From an optimization exercise on the open Yosys and OpenROAD flow, aimed at small area, a short achievable clock period and few clock cycles; shortcuts taken in it are not production practice. Only simulation tests tie the RTL to the original design; equivalence was not proved. Power is estimated from default activity; no workload was simulated.

== run a ==
// finder
module finder(clk,rst_n,wr,din,find,dfind,full,is,location);
	input clk;
	input rst_n;
	input wr;
	input [7:0] din;
	input find;
	input [7:0] dfind;
	output reg full;
	output reg is;
	output reg [5:0] location;
	reg [7:0] mem [0:62];
	reg [5:0] pointer;
	always @(posedge clk or negedge rst_n)
		if (!rst_n) begin
			pointer <= 6'd0;
			full <= 1'b0;
		end else if (wr) begin
			if (pointer != 6'd63) begin
				pointer <= pointer + 6'd1;
				full <= 1'b0;
			end else begin
				pointer <= 6'd0;
				full <= 1'b1;
			end
		end
	genvar i;
	generate
		for (i = 0; i < 63; i = i + 1) begin : g_mem
			always @(posedge clk)
				if (wr && pointer == i)
					mem[i] <= din;
		end
	endgenerate
	wire [63:0] m;
	wire [63:0] h;
	generate
		for (i = 0; i < 63; i = i + 1) begin : g_cmp
			assign m[i] = (mem[i] == dfind);
			assign h[i] = m[i] & (location <= i);
		end
	endgenerate
	assign m[63] = 1'b0;
	assign h[63] = 1'b0;
	function [6:0] first64(input [63:0] v);
		reg [5:0] idx;
		integer k;
		begin
			idx = 6'd0;
			for (k = 63; k >= 0; k = k - 1)
				if (v[k]) idx = k;
			first64 = {|v, idx};
		end
	endfunction
	wire [6:0] fh = first64(h);
	wire [6:0] fm = first64(m);
	wire [5:0] loc = fh[6] ? fh[5:0] : fm[5:0];
	always @(posedge clk or negedge rst_n)
		if (!rst_n) begin
			is <= 1'b0;
			location <= 6'd0;
		end else if (find) begin
			is <= fm[6];
			if (fm[6])
				location <= loc;
		end
endmodule
==> module finder, before the edit <==
module finder(clk,rst_n,wr,din,find,dfind,full,is,location);
	input clk;
	input rst_n;
	input wr;
	input [7:0] din;
	input find;
	input [7:0] dfind;
	output reg full;
	output reg is;
	output reg [5:0] location;
	reg [7:0] mem [0:62];
	reg [5:0] pointer;
	always @(posedge clk or negedge rst_n)
		if (!rst_n) begin
			pointer <= 6'd0;
			full <= 1'b0;
		end else if (wr) begin
			if (pointer != 6'd63) begin
				pointer <= pointer + 6'd1;
				full <= 1'b0;
			end else begin
				pointer <= 6'd0;
				full <= 1'b1;
			end
		end
	genvar i;
	generate
		for (i = 0; i < 63; i = i + 1) begin : g_mem
			always @(posedge clk)
				if (wr && pointer == i)
					mem[i] <= din;
		end
	endgenerate
	wire [63:0] m;
	wire [63:0] h;
	generate
		for (i = 0; i < 63; i = i + 1) begin : g_cmp
			assign m[i] = (mem[i] == dfind);
			assign h[i] = m[i] & (location <= i);
		end
	endgenerate
	assign m[63] = 1'b0;
	assign h[63] = 1'b0;
	function [6:0] first64(input [63:0] v);
		reg [5:0] idx;
		integer k;
		begin
			idx = 6'd0;
			for (k = 63; k >= 0; k = k - 1)
				if (v[k]) idx = k;
			first64 = {|v, idx};
		end
	endfunction
	wire [6:0] fh = first64(h);
	wire [6:0] fm = first64(m);
	wire [5:0] loc = fh[6] ? fh[5:0] : fm[5:0];
	always @(posedge clk or negedge rst_n)
		if (!rst_n) begin
			is <= 1'b0;
			location <= 6'd0;
		end else if (find) begin
			is <= fm[6];
			if (fm[6])
				location <= loc;
		end
endmodule
==> flow/config.mk <==
export PLATFORM = sky130hd
export DESIGN_NAME = finder
export DESIGN_NICKNAME = finder
export VERILOG_FILES = /design/flow/design.v
export SDC_FILE = /design/flow/constraint.sdc
export NUM_CORES = 4
export LEC_CHECK = 0
export CAP_MARGIN = 20
export CORE_MARGIN = 2
export CORE_UTILIZATION = 40
export SETUP_SLACK_MARGIN = 4.5
export SLEW_MARGIN = 20
==> flow/constraint.sdc <==
create_clock -name core_clock -period 8.0 [get_ports {clk}]
set_input_delay 1.6000 -clock core_clock [delete_from_list [all_inputs] [get_ports {clk}]]
set_output_delay 1.6000 -clock core_clock [all_outputs]
set_load 0.01 [all_outputs]
run.sh (not shown) runs the stock make flow with config.mk's settings and CLKGATE_MAP_FILE= SYNTH_SCRIPT=/design/flow/synth_recipe.tcl, a recipe that flattens the netlist after the stock synthesis.
Testbench counts of run a, summed over its fixed seeds: cycles 2,400.
[inputs] run b vs run a
==> flow/design.v <==
module finder(clk,rst_n,wr,din,find,dfind,full,is,location);
	input clk;
	input rst_n;
	input wr;
	input [7:0] din;
	input find;
	input [7:0] dfind;
	output reg full;
	output reg is;
	output [5:0] location;
	reg [7:0] mem [0:62];
	reg [5:0] pointer;
	always @(posedge clk or negedge rst_n)
		if (!rst_n) begin
			pointer <= 6'd0;
			full <= 1'b0;
		end else if (wr) begin
			if (pointer != 6'd63) begin
				pointer <= pointer + 6'd1;
				full <= 1'b0;
			end else begin
				pointer <= 6'd0;
				full <= 1'b1;
			end
		end
	genvar i;
	generate
		for (i = 0; i < 63; i = i + 1) begin : g_mem
			always @(posedge clk)
				if (wr && pointer == i)
					mem[i] <= din;
		end
	endgenerate
	wire [63:0] m;
	wire [63:0] h;
	generate
		for (i = 0; i < 63; i = i + 1) begin : g_cmp
			assign m[i] = (mem[i] == dfind);
			assign h[i] = m[i] & (location <= i);
		end
	endgenerate
	assign m[63] = 1'b0;
	assign h[63] = 1'b0;
	function [6:0] first64(input [63:0] v);
		reg [5:0] idx;
		integer k;
		begin
			idx = 6'd0;
			for (k = 63; k >= 0; k = k - 1)
				if (v[k]) idx = k;
			first64 = {|v, idx};
		end
	endfunction
	wire [6:0] fh = first64(h);
	wire [6:0] fm = first64(m);
	reg [5:0] fh_r, fm_r;
	reg anyh_r;
	always @(posedge clk or negedge rst_n)
		if (!rst_n) begin
			is <= 1'b0;
			anyh_r <= 1'b0;
			fh_r <= 6'd0;
			fm_r <= 6'd0;
		end else if (find) begin
			is <= fm[6];
			anyh_r <= fh[6];
			fh_r <= fh[5:0];
			fm_r <= fm[5:0];
		end
	assign location = anyh_r ? fh_r : fm_r;
endmodule
==> comparison <==
- [compare] base=run a new=run b: global routing usage summed across all routing layers lower; final worst-path cycle share lower.
- For area of the placeable core, run a and run b come out practically identical.
- Run b vs run a, proportion of power drawn by combinational gates went down by 5.2 points.
- Run b vs. run a: placement-stage cell area shows an increase of about 0.8%, total nets after synthesis saw an increase.
- In run b relative to run a, maximum frequency had gone up by a little under 10%.
- Between run a and run b, fraction of final layout cells sized beyond drive strength 1 is higher for run b, run a comes in under that.
- Summary of run b over run a: relative area change from synthesis to final layout increased by 1.9 points relative to the old numbers; compound-gate portion of the synthesized area increased by 0.62 points relative to the old numbers; count of sequential standard cells increased by 7 relative to the old numbers.
Testbench counts of run b, summed over its fixed seeds: cycles 2,400.

[what the ideal ports hide]
The flow's constraints put no driver on any port. The routed layouts listed below were extracted and timed again, unchanged, in two steps.
Step 1: set_driving_cell puts a clkbuf_16 on clk and a buf_2 on each other input, an assumption about the parent block.
Step 2 times the ports against the registers' clock, not the clock port: input delays grow and output delays shrink by t, the midpoint of the rising clock arrivals with the driver on.
Three values: no drivers, after step 1, after step 2; two values: the first two.
| run | t, ns | slack for setup (ns) | worst setup path after step 2 |
|---|---|---|---|
| run a | 0.680 | 4.186 / 3.975 / 3.295 | input to register |
| run b | 0.678 | 4.472 / 4.354 / 3.675 | input to register |
After both steps every run listed still meets setup and hold. The setup slack of run a, which loses most, moves by -0.211 ns with the drivers and by -0.891 ns with both steps.
